This is an optimization exercise on Yosys and OpenROAD, whose aim is small area, not a production implementation. In this exercise RTL edits were held to simulation tests only and were not proved equivalent to the original. The flow treats the clock pin as an ideal source, which a real chip does not have. Power figures rest on the tool's default switching activity, not on a simulated workload.

==> design.v <==
`timescale 1ns / 1ps
module Top(
    input CLK,RST,BTNC,BTNU,BTNL,BTNR,BTND,
    input [15:0] SW,
    output [15:0] LED,
    output [7:0] SSEG_CA,
    output [7:0] SSEG_AN
    );
    localparam [4:0] S_IDLE = 5'd0,  S_F1 = 5'd8, S_SHOW = 5'd16,
                     S_GUESS = 5'd1, S_WRONG = 5'd2, S_RIGHT = 5'd3,
                     S_SLA = 5'd4, S_SLB = 5'd5, S_NEXT = 5'd6,
                     S_WINL = 5'd17, S_WIND = 5'd18, S_LOSEL = 5'd19,
                     S_LOSED = 5'd20, S_DEAD = 5'd21;
    localparam [1:0] CL_FLASH = 2'd0, CL_GUESS = 2'd1, CL_WIN = 2'd2,
                     CL_LOSE = 2'd3;
    reg [20:0] C;
    wire [21:0] cy;
    assign cy[0] = 1'b1;
    genvar k;
    generate for (k = 0; k < 21; k = k + 1) begin : g_cy
        assign cy[k+1] = cy[k] & C[k];
    end endgenerate
    always @(posedge CLK)
        if (RST) C <= 21'd1;
        else     C <= C ^ cy[20:0];
    wire tick = cy[2];
    wire fl   = C[4];
    wire sl   = C[6];
    wire slow = C[7];
    wire [2:0] pt = C[4:2];
    reg [4:0] st;
    reg [1:0] ig, id;           
    reg [2:0] sp;               
    reg       ans, act;         
    reg [1:0] cl;               
    reg [1:0] fm;               
    reg [3:0] val;
    reg [3:0] u7, u6, u5;       
    reg [2:0] r0, r1;           
    reg [3:0] r2, r3;
    reg lo, lh, ll;             
    reg [2:0] pp;               
    reg       dir;
    wire [3:0] rd0 = {r0[2], r0[1], 1'b1, r0[0]};
    wire [3:0] rd1 = {r1, 1'b1};
    reg [3:0] nv;
    integer j;
    always @(*) begin
        nv = val;
        for (j = 0; j < 16; j = j + 1)
            if (SW[j]) nv = j[3:0];
    end
    reg [3:0] rsel;
    always @(*)
        case (id)
            2'd0: rsel = rd0;
            2'd1: rsel = rd1;
            2'd2: rsel = r2;
            default: rsel = r3;
        endcase
    wire [2:0] sp_next = sp - 3'd1;
    wire eq = (nv == rsel);
    wire gt = (nv[3] & ~rsel[3]) |
              (~(nv[3] ^ rsel[3]) & nv[2] & ~rsel[2]) |
              (~(nv[3] ^ rsel[3]) & ~(nv[2] ^ rsel[2]) & nv[1] & ~rsel[1]) |
              (~(nv[3] ^ rsel[3]) & ~(nv[2] ^ rsel[2]) & ~(nv[1] ^ rsel[1]) & nv[0] & ~rsel[0]);
    always @(posedge CLK) begin
        if (RST) begin
            st <= S_IDLE;
            cl <= CL_FLASH;
            fm <= 2'b10;
            val <= 4'd0;
            {lo, lh, ll} <= 3'b000;
        end
        else if (tick) begin
            case (st)
            S_IDLE: begin
                cl <= CL_FLASH;
                fm <= 2'b10;
                ig <= 2'd0;
                id <= 2'd0;
                if (BTNC) begin
                    st <= S_F1;
                    r0 <= {C[2], C[4], C[3]};
                    r1 <= {C[6], C[7], C[19]};
                    r2 <= {C[5], C[9], C[13], C[20]};
                    r3 <= {C[8], C[11], C[16], C[12]};
                end
            end
            5'd8, 5'd9, 5'd10, 5'd11, 5'd12, 5'd13, 5'd14, 5'd15: begin
                cl <= CL_FLASH;
                fm <= {1'b0, fl == st[0]};
                if (fl == st[0]) st <= st + 5'd1;
            end
            S_SHOW: begin
                if (fl) begin
                    cl <= CL_FLASH;
                    fm <= {1'b1, BTNR};
                end
                else begin
                    cl <= CL_GUESS;
                    ans <= BTNR;
                    ig <= 2'd0;
                    id <= 2'd3;
                    act <= 1'b0;
                    st <= S_GUESS;
                end
            end
            S_GUESS: begin
                if (BTND && slow) begin
                    val <= nv;
                    case (ig)
                        2'd0: u7 <= nv;
                        2'd1: u6 <= nv;
                        2'd2: u5 <= nv;
                        default: ;
                    endcase
                    sp <= {1'b1, ~ig};
                    act <= 1'b1;
                    if (gt) begin
                        {lo, lh, ll} <= 3'b010;
                        st <= S_WRONG;
                    end
                    else if (!eq) begin
                        {lo, lh, ll} <= 3'b001;
                        st <= S_WRONG;
                    end
                    else begin
                        {lo, lh, ll} <= 3'b111;
                        st <= S_RIGHT;
                    end
                end
            end
            S_WRONG: begin
                if (!slow && !BTND) begin
                    if (ig == 2'd3) st <= S_LOSEL;
                    else begin
                        ig <= ig + 2'd1;
                        act <= 1'b0;
                        st <= S_GUESS;
                    end
                end
            end
            S_RIGHT: begin
                if (!sl) st <= S_SLA;
            end
            S_SLA, S_SLB: begin
                if (sl == (st == S_SLA)) begin
                    {lo, lh, ll} <= 3'b000;
                    sp <= sp_next;
                    if (sp_next == {1'b0, id}) st <= S_NEXT;
                    else st <= (st == S_SLA) ? S_SLB : S_SLA;
                end
            end
            S_NEXT: begin
                if (!sl) begin
                    act <= 1'b0;
                    ig <= 2'd0;
                    id <= id - 2'd1;
                    if (id == 2'd0) begin
                        ans <= 1'b1;
                        st <= S_WINL;
                    end
                    else st <= S_GUESS;
                end
            end
            S_WINL: begin
                if (slow) begin
                    {lo, lh, ll} <= 3'b101;
                    cl <= CL_FLASH;
                    fm <= 2'b11;
                    st <= BTNC ? S_F1 : S_WIND;
                end
                else if (BTNC) st <= S_IDLE;
            end
            S_WIND: begin
                if (!slow) begin
                    {lo, lh, ll} <= 3'b000;
                    cl <= CL_WIN;
                    st <= BTNC ? S_DEAD : S_WINL;
                end
                else if (BTNC) st <= S_IDLE;
            end
            S_LOSEL: begin
                if (slow) cl <= CL_LOSE;
                if (BTNC) st <= S_IDLE;
                else if (slow) st <= S_LOSED;
            end
            S_LOSED: begin
                if (!slow) begin
                    cl <= CL_FLASH;
                    fm <= 2'b11;
                end
                if (BTNC) st <= S_IDLE;
                else if (!slow) st <= S_LOSEL;
            end
            default: begin    
                {lo, lh, ll} <= 3'b100;
            end
            endcase
        end
    end
    always @(posedge CLK)
        if (RST) begin
            pp  <= 3'd7;
            dir <= 1'b1;
        end
        else if (C[7:0] == 8'h81 && st != S_DEAD) begin
            pp  <= dir ? pp + 3'd1 : pp - 3'd1;
            dir <= (id == 2'd0);
        end
    assign LED = {lh, {7{lo & lh}}, {4{lo, lo & ll}}} | {15'd0, ll};
    wire fcl = (cl == 2'd0), gcl = (cl == 2'd1), wcl = (cl == 2'd2), lcl = (cl == 2'd3);
    wire [2:0] sh = fm[1] ? 3'd4 : st[2:0] - {2'b00, fm[0]};
    wire c0 = pt[0] & sh[0];
    wire t0 = pt[0] ^ sh[0];
    wire t1 = pt[1] ^ sh[1] ^ c0;
    wire c1 = (pt[1] & sh[1]) | (c0 & (pt[1] ^ sh[1]));
    wire fen = ~(fm[1] & ~fm[0]) & (pt[2] ^ sh[2] ^ c1) & ~(pt[2] & sh[2] & c1);
    wire [1:0] ri = fcl ? {t1, t0} : pt[1:0];
    reg [3:0] rv;
    always @(*)
        case (ri)
            2'd0: rv = rd0;
            2'd1: rv = rd1;
            2'd2: rv = r2;
            default: rv = r3;
        endcase
    wire mv = gcl & act & ~|(pt ^ sp);
    wire gt_id = (pt[1] & ~id[1]) | (~(pt[1] ^ id[1]) & pt[0] & ~id[0]);
    wire lt_ig = (ig[1] & pt[1]) | (~(ig[1] ^ ~pt[1]) & ig[0] & pt[0]);
    wire s_r  = (fcl & fen) | (~mv & ~pt[2] & ((gcl & (ans | gt_id)) | lcl));
    wire s_v  = mv;
    wire s_u  = ~mv & gcl & pt[2] & lt_ig;
    wire s_p  = wcl & pt[2] & pt[1] & ~pt[0];
    wire s_f  = lcl & pt[2] & pt[1] & pt[0];
    wire en = s_r | s_v | s_u | (wcl & pt[2] & ~(pt[1] & pt[0])) | (lcl);
    reg [3:0] uv;
    always @(*)
        case (pt[1:0])
            2'd3: uv = u7;
            2'd2: uv = u6;
            default: uv = u5;
        endcase
    wire [3:0] dg = ({4{s_r}} & rv) | ({4{s_v}} & val) | ({4{s_u}} & uv) | ({4{s_p}} & {1'b0, pp}) | {4{s_f}};
    reg [6:0] seg;
    always @(*)
        case (dg)
            4'h0: seg = 7'b0111111;
            4'h1: seg = 7'b0000110;
            4'h2: seg = 7'b1011011;
            4'h3: seg = 7'b1001111;
            4'h4: seg = 7'b1100110;
            4'h5: seg = 7'b1101101;
            4'h6: seg = 7'b1111101;
            4'h7: seg = 7'b0000111;
            4'h8: seg = 7'b1111111;
            4'h9: seg = 7'b1100111;
            4'hA: seg = 7'b1110111;
            4'hB: seg = 7'b1111100;
            4'hC: seg = 7'b0111001;
            4'hD: seg = 7'b1011110;
            4'hE: seg = 7'b1111001;
            default: seg = 7'b1110001;
        endcase
    assign SSEG_CA = {1'b1, ~seg};
    wire [7:0] dec = {pt == 7, pt == 6, pt == 5, pt == 4, pt == 3, pt == 2, pt == 1, pt == 0};
    assign SSEG_AN = ~({8{en}} & dec);
endmodule
==> flow/run.sh <==
#!/bin/bash
# Own layout flow: the standard ORFS layout (standard.sh) with
#  - synthesis: the standard script, but Yosys does not extract half/full
#    adder cells, and abc runs each area-oriented script flow/area*.abc
#    (the same script with different &deepsyn seeds) and keeps the mapping
#    with the smallest cell area;
#  - port buffers: sky130_fd_sc_hd__buf_1 on every input and output;
#  - CTS: clkbuf_8 buffers and no dummy loads, then each clock buffer
#    shrunk to the smallest size that keeps the flip-flop clock-pin slew
#    under 115 ps (flow/downsize_clk.tcl, run after CTS).
# Every tool's output goes to the ORFS logs under orfs/logs; make's own
# output goes to flow_make.log here.
set -euo pipefail
HERE=$(pwd)

# synthesis script: synth_recipe.tcl with abc replaced by the multi-script try
{
  head -n 1 synth_recipe.tcl
  echo "set ::own_abc_scripts [list $(ls $HERE/flow/area*.abc | tr '\n' ' ')]"
  cat flow/multi_abc.tcl
  tail -n +2 synth_recipe.tcl
} > own_synth.tcl
sed -e "s#SYNTH_SCRIPT=[^ ]*#SYNTH_SCRIPT=$HERE/own_synth.tcl#" standard.sh > own_standard.sh

export ADDER_MAP_FILE=
export BUFFER_PORTS_ARGS="-buffer_cell sky130_fd_sc_hd__buf_1"
export POST_CTS_TCL=$HERE/flow/downsize_clk.tcl
export CTS_ARGS="-sink_clustering_enable -repair_clock_nets -dont_use_dummy_load -buf_list sky130_fd_sc_hd__clkbuf_8"

bash own_standard.sh 2>&1 | tee flow_make.log | tail -n 40
==> flow/area0.abc <==
strash
&get -n
&deepsyn -T 30
&put
dch -f
amap
mfs2
strash
dch -f
amap
topo
dnsize
==> flow/area11.abc <==
strash
&get -n
&deepsyn -T 30 -S 11
&put
dch -f
amap
mfs2
strash
dch -f
amap
topo
dnsize
==> flow/area2.abc <==
strash
&get -n
&deepsyn -T 30 -S 2
&put
dch -f
amap
mfs2
strash
dch -f
amap
topo
dnsize
==> flow/area5.abc <==
strash
&get -n
&deepsyn -T 30 -S 5
&put
dch -f
amap
mfs2
strash
dch -f
amap
topo
dnsize
==> flow/area7.abc <==
strash
&get -n
&deepsyn -T 30 -S 7
&put
dch -f
amap
mfs2
strash
dch -f
amap
topo
dnsize
==> flow/downsize_clk.tcl <==
# POST_CTS hook: downsize each clock-tree buffer (clkbuf_8 from CTS) to the
# smallest of clkbuf_2 / clkbuf_4 that keeps every flip-flop clock pin's
# slew under the target; cells only shrink, so placement stays legal.
proc worst_clk_slew {} {
  set worst 0
  foreach pin [get_pins -hierarchical */CLK] {
    set s [get_property $pin slew_max]
    if {$s > $worst} { set worst $s }
  }
  return $worst
}
set target 0.115
estimate_parasitics -placement
puts "clock slew before downsizing: [worst_clk_slew]"
foreach inst [get_cells *] {
  if {[get_property $inst ref_name] != "sky130_fd_sc_hd__clkbuf_8"} { continue }
  foreach size {2 4} {
    replace_cell $inst sky130_fd_sc_hd__clkbuf_$size
    estimate_parasitics -placement
    if {[worst_clk_slew] <= $target} {
      puts "downsized [get_full_name $inst] to clkbuf_$size"
      break
    }
    replace_cell $inst sky130_fd_sc_hd__clkbuf_8
    estimate_parasitics -placement
  }
}
puts "clock slew after downsizing: [worst_clk_slew]"
==> flow/multi_abc.tcl <==
# abc replacement: map with each of ::own_abc_scripts, keep the smallest result
proc abc {args} {
  set i [lsearch $args -script]
  set li [lsearch $args -liberty]
  set lib [lindex $args [expr {$li + 1}]]
  yosys design -save own_pre_abc
  set best 1e30
  foreach s $::own_abc_scripts {
    yosys design -load own_pre_abc
    yosys abc {*}[lreplace $args [expr {$i + 1}] [expr {$i + 1}] $s]
    set st [tee -q -s result.string stat -liberty $lib]
    regexp {Chip area for module [^:]*: *([0-9.]+)} $st -> area
    puts "OWN_ABC $s area $area"
    if {$area < $best} { set best $area; yosys design -save own_best_abc }
  }
  yosys design -load own_best_abc
}
==> standard.sh <==
#!/bin/bash
# synth_recipe.tcl (not shown) runs the flow's synth.tcl, then flattens the netlist and writes it again
# the make line also repeats each setting of config.mk as NAME=value (left out here)
make -C /OpenROAD-flow-scripts/flow DESIGN_CONFIG=/design/flow/config.mk WORK_HOME=/design/flow/orfs CLKGATE_MAP_FILE= SYNTH_SCRIPT=/design/flow/synth_recipe.tcl "${@:-finish}"
==> config.mk <==
export PLATFORM = sky130hd
export DESIGN_NAME = Top
export DESIGN_NICKNAME = Top
export VERILOG_FILES = /design/flow/design.v
export SDC_FILE = /design/flow/constraint.sdc
export NUM_CORES = 4
export LEC_CHECK = 0
export ABC_AREA = 1
export CAP_MARGIN = 0
export CORE_MARGIN = 2
export CORE_UTILIZATION = 40
export CTS_BUF_LIST = sky130_fd_sc_hd__clkbuf_8
export SLEW_MARGIN = 0
==> constraint.sdc <==
create_clock -name core_clock -period 8.0 [get_ports {CLK}]
set_input_delay 1.6000 -clock core_clock [delete_from_list [all_inputs] [get_ports {CLK}]]
set_output_delay 1.6000 -clock core_clock [all_outputs]
set_load 0.01 [all_outputs]
==> results of run 1 <==
## kinds of logic (layout without fill, tap and decap cells)
kind of cell | count (synthesis) | after routing | synth area share (%)
buffers and inverters | 72 | 119 | 7.844
and+or+nand+nor | 234 | 234 | 25.69
other | 1 | 1 | 0.09113
AOI/OAI and AO/OA | 130 | 130 | 20.89
DFF | 76 | 76 | 45.49
## final timing paths
kind / startpoint / to / depth (start not counted)
max: C[3] / SSEG_CA[0] / 18
min: C[0] / C[0] / 1
max reg2reg: C[2] / C[20] / 14
min reg2reg: C[0] / C[0] / 1
## worst register-to-register path: stages, from the launching register on
cell	delay, ns
dfxtp_1	0.56
clkinv_1	0.43
nor2_1	0.32
nand2_1	0.11
nor2_1	0.37
nand2_1	0.15
nor3_1	0.32
and3_1	0.26
and3_1	0.21
and3_1	0.20
and3_1	0.21
and3_1	0.23
and3_1	0.21
nor2_1	0.05
a211oi_1	0.19
## power groups by stage
stage	combinational [W]	clock, W	sequential (W)
after detailed placement	0.000133	0	0.000434
final	0.000136	0.000198	0.000426
after floorplan	0.0000913	0	0.000430
after global routing	0.000152	0.000220	0.000427
after global placement	0.000132	0	0.000434
## registers in the layout, indices dropped and copies added, names as in the netlist, 4 cells and up
register	cells
u5	4
u7	4
r2	4
C	21
u6	4
st	5
val	4
r3	4
## metrics by stage
step / utilization (%) / area, um^2 / total power [W]
final: 44.23 / 4484 / 0.0007598
after global routing: 44.23 / 4484 / 0.0007985
after detailed placement: 43.28 / 4388 / 0.0005671
after global placement: 43.28 / 4388 / 0.0005664
after floorplan: - / 4115 / 0.0005212
## cells in the final DEF, fill, tap and decap left out, drive strengths merged, types with 5 or more instances in the layout
cell    instances
and3           13
clkbuf          9
o221ai          8
o22ai          13
a21oi          21
o21ai          33
buf            53
dfxtp          41
a221oi          5
o21a            5
nor3           34
edfxtp         35
nor2          108
a31oi           6
nand2          38
clkinv         57
nor4            9
nand3           5
or2             7
or3            11
a211oi         12
## area by class of cell
class                      count  area [um^2]
sequential                    76         1872
fill                        1004         5654
tap                          136        170.2
inverter                      57        214.0
multi-input combinational    365         1926
clock buffer                   9        96.34
timing repair buffer          53        206.4
## per-layer routing
layer,up-vias,GRT usage [%]
met3,18,3.711
met5,-,0
met1,1876,28.14
met2,162,33.18
li1,1941,-
met4,0,6.571
==> impl_metrics.csv, run 1 <==
group,metric,value,unit
synth,synthDominantCellAreaShare,25.54,%
power,power.clock.fraction,26.1,%
synth,synth_sequential_area_ratio,45.48,%
critical_path,timing.critical_path.cells,"clkinv_1 > a222oi_1 > o2111ai_1 > or2_0 > a31oi_1 > nor3_1 > a21oi_1 > o2111ai_1 > a21oi_1 > nor2_1 > o31ai_1 > nor2_1 > nor3_1 > a21oi_1 > nor2_1 > nor2_1 > a21oi_1 > buf_1",
routing,detail_route.first_pass.iterations,6,
layout,diodes,0,
synth,netlist-cell-type-count,42,
power,total_leakage_power,1.434,nW
placement,dpl.hpwl,8593,um
routing,wl_met3,684,um
power,combinationalPowerShare,17.9,%
placement,place_congestion,0.9044,
routing,finalWirelength,11190,um
clock_tree,clk_pin_slew_worst_paths,0.08,ns
job,max-cap-violations,0,
floorplanning,die_h,105.4,um
grt,grt_pass1_wl,18170,um
timing,worst_slew_margin_relative_to_its_limit,25.72,%
synth,synth_top_cell_by_area,"edfxtp_1",
routing,vias,3997,
routing,top_layer,"met4",
synth,synthesis.yosys.warnings,1,
timing,grt_setup_unrepaired,"no",
grt,grt_max_degree,30,
synth,syn-cell-area,4115,um^2
routing,drt-wirelength-per-cell,16.08,um
critical_path,type_of_origin_of_the_critical_path,"register",
floorplanning,dieWidth,105.4,um
run_status,run_status,"timing/DRC/antenna clean",
synth,async_sr_flop_fraction,0,%
floorplanning,fp.dieArea,11120,um^2
worst_hold_path,worstHoldPathType,"reg -> reg",
critical_path,critical_path.endpoint_type,"primary output",
timing,fin_worst_hold_slack,0.4201,ns
placement,post-place-cells,687,
synth,synth_flop_cell,"dfxtp_1",
synth,synthTopCellsByArea,"edfxtp_1 (26%), dfxtp_1 (20%), nor2_1 (9.9%)",
layout,final_cell_count_no_fill,696,
routing,met2RoutedLength,5134,um
placement,numPortBuffers,51,
critical_path,ff2ff_setup_slack,4.09,ns
timing,achievable-frequency,147.4,MHz
timing,post_layout_minimum_cycle_time,6.785,ns
synth,ys_ff_latch,76,
synth,synth_most_common_cell,"nor2_1",
critical_path,cp_slowest_cell,"dfxtp_1",
critical_path,arrival,5.19,ns
routing,drc,0,
placement,place_ws,1.780,ns
floorplanning,rows,37,
routing,drt-met1-wl,5174,um
critical_path,worstSetupPathType,"reg -> out",
timing,postLayoutSetupSlackWorst,1.215,ns
grt,antenna_violations_before_repair,0,
timing,finClkSkew,0.03142,ns
layout,nets,585,
clock_tree,tritoncts,"built",
timing,report.final.hold_viol_count,0,
grt,grt_pass1_vias,3774,
floorplanning,placeableCoreArea,10140,um^2
power,switching_share,30.11,%
clock_tree,worstSkewPairLatency,0.50,ns
critical_path,cp_max_fo,14,
routing,drt_first_iter_violations,418,
synth,postSynthAreaPerCell,8.022,um^2
power,netSwitchingPower,0.0002288,W
timing,fin_setup_tns,0,ns
power,p_per_area,169.4,nW/um^2
grt,grt.overflow.total,0,
routing,drtAntennaViolNets,0,
critical_path,critical_path.top_delay_family,"compound AO/OA/AOI/OAI gates",
timing,layout_worst_path_cycle_share,84.82,%
synth,number_of_synthesized_flops_with_an_enable_pin,35,
grt,gr-usage-all-layers,20.62,%
critical_path,crit_buf_inv,2,
critical_path,critPathMaxStageDelay,0.61,ns
timing,final-setup-viol-count,0,
power,vdd.ir_drop.worst,0.08609,mV
critical_path,cp_data_required_time,6.40,ns
layout,areaGrowthSynthToFinish,8.969,%
floorplanning,floorplan.initialDensity,40.59,%
timing,final-max-slew-violation-count,0,
synth,synth_top_cells_by_count,"nor2_1 (108), clkinv_1 (57), dfxtp_1 (41)",
routing,post_drt_via_cell_ratio,5.743,
clock_tree,cts_sinks,76,
synth,syn-num-nets,536,
layout,layout-drive-gt1-share,2.143,%
power,power.internal,0.0005310,W
timing,worst_slew_pin_tran,1.108,ns
synth,postSynthCellCount,513,
floorplanning,io_pins,55,
power,power_frac_seq,56.0,%
==> run 2: changes to the inputs <==
--- a/config.mk
+++ b/config.mk
@@ -8,6 +8,6 @@
 export ABC_AREA = 1
 export CAP_MARGIN = 0
 export CORE_MARGIN = 2
-export CORE_UTILIZATION = 40
+export CORE_UTILIZATION = 65
 export CTS_BUF_LIST = sky130_fd_sc_hd__clkbuf_8
 export SLEW_MARGIN = 0
==> run 2 against run 1 <==
Sequential share of layout area up 0.93 points. Global-route usage is 10 points higher. Synthesized area unchanged. Die area fell by 37%. Sequential power about the same. Non-clock buffer count did not move. Final cell count shrank 8.8%. Core utilization increased by 29 points. Clock power decreased by 13%. First-iteration DRC count rose by 13%. Routed wire length down 2.5%. Flip-flop and latch count unchanged. Critical path type unchanged. Largest cell class unchanged.
==> impl_metrics.csv, run 2 <==
group,metric,value,unit
run_status,run_status,"timing/DRC/antenna clean",
routing,drt-wirelength-per-cell,17.19,um
grt,grt_max_degree,30,
synth,simple_gate_fraction_of_synth_area,25.69,%
timing,worst_slew_pin_tran,1.015,ns
synth,syn-num-nets,536,
critical_path,crit_path_frequent_cell,"nor2_1",
layout,top_regs,"C x21, st x5",
critical_path,critical_path.endpoint_type,"primary output",
floorplanning,dieWidth,83.57,um
timing,achievable-frequency,144.3,MHz
critical_path,cp_data_required_time,6.40,ns
clock_tree,clk_pin_slew_worst_paths,0.09,ns
synth,postSynthCellCount,513,
synth,synthDominantCellAreaShare,25.54,%
timing,layout_worst_path_cycle_share,86.63,%
timing,finClkSkew,0.04242,ns
synth,synth_top_cells_by_count,"nor2_1 (108), clkinv_1 (57), dfxtp_1 (41)",
synth,synth_sequential_area_ratio,45.48,%
synth,async_sr_flop_fraction,0,%
layout,nets,585,
timing,report.final.hold_viol_count,0,
placement,numPortBuffers,51,
critical_path,cp_max_fo,14,
synth,synth_most_common_cell,"nor2_1",
critical_path,cp_slowest_cell,"dfxtp_1",
synth,synth_compound_area_share,20.89,%
routing,drc,0,
synth,synthesis.yosys.warnings,1,
job,max-cap-violations,0,
synth,synthTopCellsByArea,"edfxtp_1 (26%), dfxtp_1 (20%), nor2_1 (9.9%)",
clock_tree,tritoncts,"built",
floorplanning,floorplan.initialDensity,68.29,%
grt,antenna_violations_before_repair,0,
synth,postSynthAreaPerCell,8.022,um^2
routing,drt_first_iter_violations,473,
timing,worst_slew_margin_relative_to_its_limit,31.98,%
floorplanning,rows,28,
placement,placed_cell_area,4312,um^2
power,total_leakage_power,1.425,nW
floorplanning,fp.dieArea,6984,um^2
synth,synth_top_family_by_area,"simple AND/OR/NAND/NOR gates",
synth,post_synth_xor_area_fraction,0,%
placement,dpl.hpwl,8230,um
critical_path,critPathMaxStageDelay,0.62,ns
floorplanning,placeableCoreArea,6026,um^2
critical_path,crit_buf_inv,2,
routing,detail_route.first_pass.iterations,5,
grt,grt_pass1_vias,3748,
timing,post_layout_minimum_cycle_time,6.931,ns
synth,synth_top_cell_by_area,"edfxtp_1",
critical_path,timing.reg2reg.worst_path_depth,16,
layout,diodes,0,
layout,registers.top_by_ff_count,"C",
synth,number_of_synthesized_flops_with_an_enable_pin,35,
layout,final_common_cell,"nor2_1",
layout,final_area,4387,um^2
worst_hold_path,worstHoldPathType,"reg -> reg",
timing,fin_setup_tns,0,ns
power,p_per_area,167.4,nW/um^2
layout,areaGrowthSynthToFinish,6.598,%
layout,largest_register_ffs,21,
synth,ys_ff_latch,76,
synth,synth_flop_cell,"dfxtp_1",
placement,place_congestion,1.037,
critical_path,critical_path.top_delay_family,"compound AO/OA/AOI/OAI gates",
grt,grt_pass1_wl,17630,um
timing,final-setup-viol-count,0,
clock_tree,worstSkewPairLatency,0.50,ns
floorplanning,die_h,83.57,um
power,vdd.ir_drop.worst,0.1375,mV
critical_path,arrival,5.33,ns
layout,layout_common_cells,"nor2_1 (108), clkinv_1 (57), buf_1 (51)",
floorplanning,io_pins,55,
synth,synth.mux.area_fraction,0,%
routing,drtAntennaViolNets,0,
synth,netlist-cell-type-count,42,
synth,syn-cell-area,4115,um^2
critical_path,type_of_origin_of_the_critical_path,"register",
critical_path,timing.critical_path.cells,"clkinv_1 > a222oi_1 > o2111ai_1 > or2_0 > a31oi_1 > o41ai_1 > a221oi_1 > nor2_1 > o31ai_1 > nor2_1 > nor3_1 > a21oi_1 > nor2_1 > nor2_1 > a21oi_1 > buf_1",
grt,gr-usage-all-layers,31.05,%
timing,grt_setup_unrepaired,"no",
grt,grt.overflow.total,0,
routing,post_drt_via_cell_ratio,6.528,
worst_hold_path,hold_path_depth,1,
layout,layout-drive-gt1-share,2.143,%
critical_path,cp_num_cells,16,
routing,vias,4145,
clock_tree,cts_sinks,76,
timing,final-max-slew-violation-count,0,
synth,synthAdderAreaFrac,0,%
critical_path,worstSetupPathType,"reg -> out",
routing,finalWirelength,10910,um
[run 2: cell families after synthesis]
logic type	after synthesis
compound gates	130
buf+inv	72
flops	76
other cells	1
simple gates	234
[run 2: final cells by class]
| type | instances | area (um^2) |
|---|---|---|
| multi-input combinational | 365 | 1926 |
| inverter | 57 | 214.0 |
| timing repair buffer | 53 | 206.4 |
| fill | 503 | 1639 |
| clock buffer | 9 | 75.07 |
| sequential | 76 | 1872 |
| tap | 75 | 93.84 |
[run 2: where the power goes]
part           total [W]  leakage (nW)  internal (W)  switching (W)
sequential      0.000426         0.653      0.000413      0.0000124
combinational   0.000135         0.727     0.0000424      0.0000928
clock           0.000173        0.0457     0.0000571       0.000116
total           0.000734          1.43      0.000513       0.000222
[run 2: worst paths after layout]
path	from	endpoint	slack, ns
worst max-delay path	C[3]	SSEG_CA[0]	1.07
worst min-delay path	C[0]	C[0]	0.42
worst max register to register	st[0]	st[4]	4.01
worst min register to register	C[0]	C[0]	0.42
[run 2: per-stage QoR]
stage                     utilization (%)  cells  total power [W]  hold slack (ns)  worst slack [ns]
after floorplan                         -    513        0.0005212           0.3849             2.398
after global placement              71.55    626        0.0005597           0.3972             2.070
after detailed placement            71.55    626        0.0005650           0.3998             1.741
after global routing                72.80    635        0.0007631           0.4678            0.5967
final                               72.80    635        0.0007345           0.4248             1.069
[run 2: routing by layer]
metal | wire, um | up-vias | global-route usage [%] | share of wire (%)
met3 | 1091 | 27 | 7.023 | 10
met5 | 0 | - | 0 | 0
met2 | 4950 | 239 | 48.36 | 45
met1 | 4664 | 1928 | 43.72 | 43
met4 | 206 | 0 | 8.798 | 1.9
li1 | - | 1951 | - | -
[run 2: worst register-to-register path: cells and delay by family (launching register included)]
kind                   cells  cell delay (ns)
flip-flops                 1             0.60
buffers and inverters      4             1.02
AND/OR/NAND/NOR            5             1.22
AO/OA/AOI/OAI              7             1.10
==> run 3: changes to the inputs <==
--- a/flow/run.sh
+++ b/flow/run.sh
@@ -7,7 +7,7 @@
 #  - port buffers: sky130_fd_sc_hd__buf_1 on every input and output;
 #  - CTS: clkbuf_8 buffers and no dummy loads, then each clock buffer
 #    shrunk to the smallest size that keeps the flip-flop clock-pin slew
-#    under 115 ps (flow/downsize_clk.tcl, run after CTS).
+#    under 110 ps (flow/downsize_clk.tcl, run after CTS).
 # Every tool's output goes to the ORFS logs under orfs/logs; make's own
 # output goes to flow_make.log here.
 set -euo pipefail
--- a/flow/downsize_clk.tcl
+++ b/flow/downsize_clk.tcl
@@ -9,7 +9,7 @@
   }
   return $worst
 }
-set target 0.115
+set target 0.110
 estimate_parasitics -placement
 puts "clock slew before downsizing: [worst_clk_slew]"
 foreach inst [get_cells *] {
--- a/config.mk
+++ b/config.mk
@@ -8,6 +8,6 @@
 export ABC_AREA = 1
 export CAP_MARGIN = 0
 export CORE_MARGIN = 2
-export CORE_UTILIZATION = 65
+export CORE_UTILIZATION = 50
 export CTS_BUF_LIST = sky130_fd_sc_hd__clkbuf_8
 export SLEW_MARGIN = 0
==> run 3 against run 2 <==
First-iteration DRC count shrank 22%. Final area increased by 1.1%. Largest power group unchanged. Clock power is 5% higher. Critical endpoint unchanged. Clock skew fell by 0.013 ns. Still clean on timing, DRC and antenna. Combinational power barely moved. Via count decreased by 5.3%. Flip-flop and latch count unchanged. Sequential share of layout area down 0.45 points. Core utilization down 18 points. Fmax is 1.4% higher. Sequential power about the same.
==> impl_metrics.csv, run 3 <==
group,metric,value,unit
run_status,run_status,"timing/DRC/antenna clean",
routing,detail_route.first_pass.iterations,5,
routing,drtAntennaViolNets,0,
synth,netlist-cell-type-count,42,
layout,layout-drive-gt1-share,2.143,%
routing,finalWirelength,10860,um
timing,grt_setup_unrepaired,"no",
synth,synth_most_common_cell,"nor2_1",
grt,grt_max_degree,30,
grt,grt_pass1_vias,3561,
worst_hold_path,min_from,"C[0]",
critical_path,cp_data_required_time,6.40,ns
synth,synthDominantCellAreaShare,25.54,%
floorplanning,fp.dieArea,8972,um^2
placement,place_congestion,0.9462,
worst_hold_path,hold_path_depth,1,
critical_path,type_of_origin_of_the_critical_path,"register",
timing,finClkSkew,0.02957,ns
clock_tree,cts_sinks,76,
critical_path,r2r_end,"st[4]",
synth,synth_flop_cell,"dfxtp_1",
worst_hold_path,worstHoldPathType,"reg -> reg",
critical_path,timing.critical_path.cells,"clkinv_1 > a222oi_1 > o2111ai_1 > or2_0 > a31oi_1 > nor4_1 > a2111oi_0 > buf_4 > nor2_1 > o31ai_1 > nor2_1 > nor3_1 > a21oi_1 > nor2_1 > nor2_1 > a21oi_1 > buf_1",
placement,dpl.hpwl,8339,um
placement,placed_cell_area,4349,um^2
critical_path,critical_path.top_delay_family,"compound AO/OA/AOI/OAI gates",
critical_path,cp_slowest_cell,"dfxtp_1",
layout,final_cell_count_no_fill,665,
power,p_per_area,167.0,nW/um^2
critical_path,cp_max_fo,14,
routing,drc,0,
clock_tree,tritoncts,"built",
layout,largest_register_ffs,21,
critical_path,crit_buf_inv,3,
synth,syn-cell-area,4115,um^2
synth,synth_top_cell_by_area,"edfxtp_1",
power,total_leakage_power,1.428,nW
critical_path,reg2reg_from,"st[0]",
worst_hold_path,holdPathEnd,"C[0]",
synth,postSynthAreaPerCell,8.022,um^2
timing,final-max-slew-violation-count,0,
synth,synth_sequential_area_ratio,45.48,%
critical_path,timing.reg2reg.worst_path_depth,16,
layout,nets,585,
synth,number_of_synthesized_flops_with_an_enable_pin,35,
layout,final_area,4433,um^2
timing,fin_setup_tns,0,ns
timing,achievable-frequency,146.4,MHz
job,max-cap-violations,0,
critical_path,critPathMaxStageDelay,0.62,ns
floorplanning,io_pins,55,
timing,layout_worst_path_cycle_share,85.40,%
floorplanning,placeableCoreArea,8093,um^2
floorplanning,die_h,94.72,um
grt,antenna_violations_before_repair,0,
clock_tree,clk_pin_slew_worst_paths,0.10,ns
timing,final-setup-viol-count,0,
floorplanning,rows,33,
routing,drt-wirelength-per-cell,16.33,um
synth,async_sr_flop_fraction,0,%
layout,diodes,0,
clock_tree,worstSkewPairLatency,0.50,ns
layout,registers.top_by_ff_count,"C",
synth,syn-num-nets,536,
layout,final_common_cell,"nor2_1",
critical_path,ff2ff_setup_slack,4.02,ns
synth,synth_top_cells_by_count,"nor2_1 (108), clkinv_1 (57), dfxtp_1 (41)",
synth,synthesis.yosys.warnings,1,
grt,grt.overflow.total,0,
layout,fillerInstances,793,
placement,numPortBuffers,51,
layout,top_regs,"C x21, st x5",
floorplanning,dieWidth,94.72,um
critical_path,worstSetupPathType,"reg -> out",
grt,gr-usage-all-layers,25.46,%
synth,postSynthCellCount,513,
placement,post-place-cells,656,
layout,areaGrowthSynthToFinish,7.723,%
critical_path,critical_path.endpoint_type,"primary output",
routing,vias,3927,
synth,synthTopCellsByArea,"edfxtp_1 (26%), dfxtp_1 (20%), nor2_1 (9.9%)",
timing,post_layout_minimum_cycle_time,6.832,ns
routing,drt_first_iter_violations,367,
layout,layout_common_cells,"nor2_1 (108), clkinv_1 (57), buf_1 (51)",
timing,worst_slew_pin_tran,1.106,ns
synth,ys_ff_latch,76,
routing,post_drt_via_cell_ratio,5.905,
timing,worst_slew_margin_relative_to_its_limit,25.86,%
grt,grt_pass1_wl,17570,um
timing,report.final.hold_viol_count,0,
critical_path,arrival,5.23,ns
critical_path,crit_path_frequent_cell,"nor2_1",
power,vdd.ir_drop.worst,0.07136,mV
floorplanning,floorplan.initialDensity,50.85,%
==> run 3: cell types whose count changed in the layout (fill, tap and decap cells not counted) <==
cell      previous run  this run
clkbuf_2             2         1
clkbuf_8             2         3
==> run 3: worst register-to-register path, stage by stage (launching register included) <==
cell,delay (ns)
dfxtp_1,0.61
clkinv_1,0.44
nor2_1,0.32
clkinv_1,0.13
nor3_1,0.59
clkinv_1,0.24
o221ai_1,0.27
or4_1,0.19
a311oi_1,0.07
o21a_1,0.16
o21ai_0,0.20
clkinv_1,0.18
o31ai_1,0.14
nor3_1,0.10
a21oi_1,0.15
a21oi_1,0.06
nor2_1,0.08
==> run 3: how the worst max path moves through the flow <==
| stage | end | from | slack (ns) | cells after the start |
|---|---|---|---|---|
| floorplan | SSEG_CA[6] | C[3] | 2.40 | 14 |
| global placement | SSEG_CA[0] | C[3] | 1.82 | 17 |
| detailed placement | SSEG_CA[0] | C[3] | 1.68 | 17 |
| global route | SSEG_CA[0] | C[3] | 0.53 | 17 |
| finish | SSEG_CA[0] | C[3] | 1.17 | 17 |
==> run 3: cell families after synthesis <==
family	after synthesis	synth area share, %
AO/OA/AOI/OAI	130	20.89
AND/OR/NAND/NOR	234	25.69
buffers and inverters	72	7.844
other	1	0.09113
flip-flops	76	45.49
==> run 3: power by group <==
group,internal [W],switching (W)
clock,0.0000647,0.000116
combinational,0.0000424,0.0000913
sequential,0.000413,0.0000123
==> run 3: cell type report <==
| class | instances | area, um^2 | share of cell area, % |
|---|---|---|---|
| timing repair buffer | 53 | 206.4 | 4.657 |
| inverter | 57 | 214.0 | 4.826 |
| sequential | 76 | 1872 | 42.22 |
| tap | 105 | 131.4 | 2.964 |
| clock buffer | 9 | 83.83 | 1.891 |
| multi-input combinational | 365 | 1926 | 43.44 |
==> run 3: layer usage <==
metal	vias to the layer above	share of wire (%)	GRT usage [%]
met1	1817	47	37.47
met4	0	1.2	7.850
met2	151	44	38.89
li1	1947	-	-
met3	12	7.2	3.512
met5	-	0	0
==> run 3: metrics by stage <==
step	setup slack, ns	hold slack [ns]	total power (W)	util [%]
detailed placement	1.681	0.4042	0.0005658	53.74
global placement	1.817	0.3968	0.0005642	53.74
global route	0.5276	0.4619	0.0007735	54.78
floorplan	2.398	0.3849	0.0005212	-
finish	1.168	0.4259	0.0007404	54.78

re-timing with driven ports:
No port has a modelled driver above. Below, the same layouts with a new extraction and two added sets of constraints. Step 1 sets driving cells, clkbuf_16 on the clock port and buf_2 on the other inputs (assumed; they add their load-dependent delay and slew). Step 2 adds t to the input delays and takes it off the output delays; t is the mean of the earliest and latest rising clock arrival at the registers after step 1. Input paths then give back, and output paths get back, about the clock's delay inside the block. a / b / c = ideal ports / drivers / drivers and shift; a / b = the first two.
| run | t, ns | setup slack, ns | hold slack, ns | worst setup path at the end | latest minus earliest clock arrival (ns) |
|---|---|---|---|---|---|
| run 1 | 0.516 | 1.215 / 1.184 / 1.700 | 0.420 / 0.420 / 0.420 | register to output | 0.031 / 0.032 |
| run 2 | 0.504 | 1.069 / 1.045 / 1.549 | 0.425 / 0.425 / 0.425 | register to output | 0.042 / 0.042 |
| run 3 | 0.514 | 1.168 / 1.139 / 1.653 | 0.426 / 0.426 / 0.426 | register to output | 0.030 / 0.030 |
After both steps setup and hold are still met in every run listed.
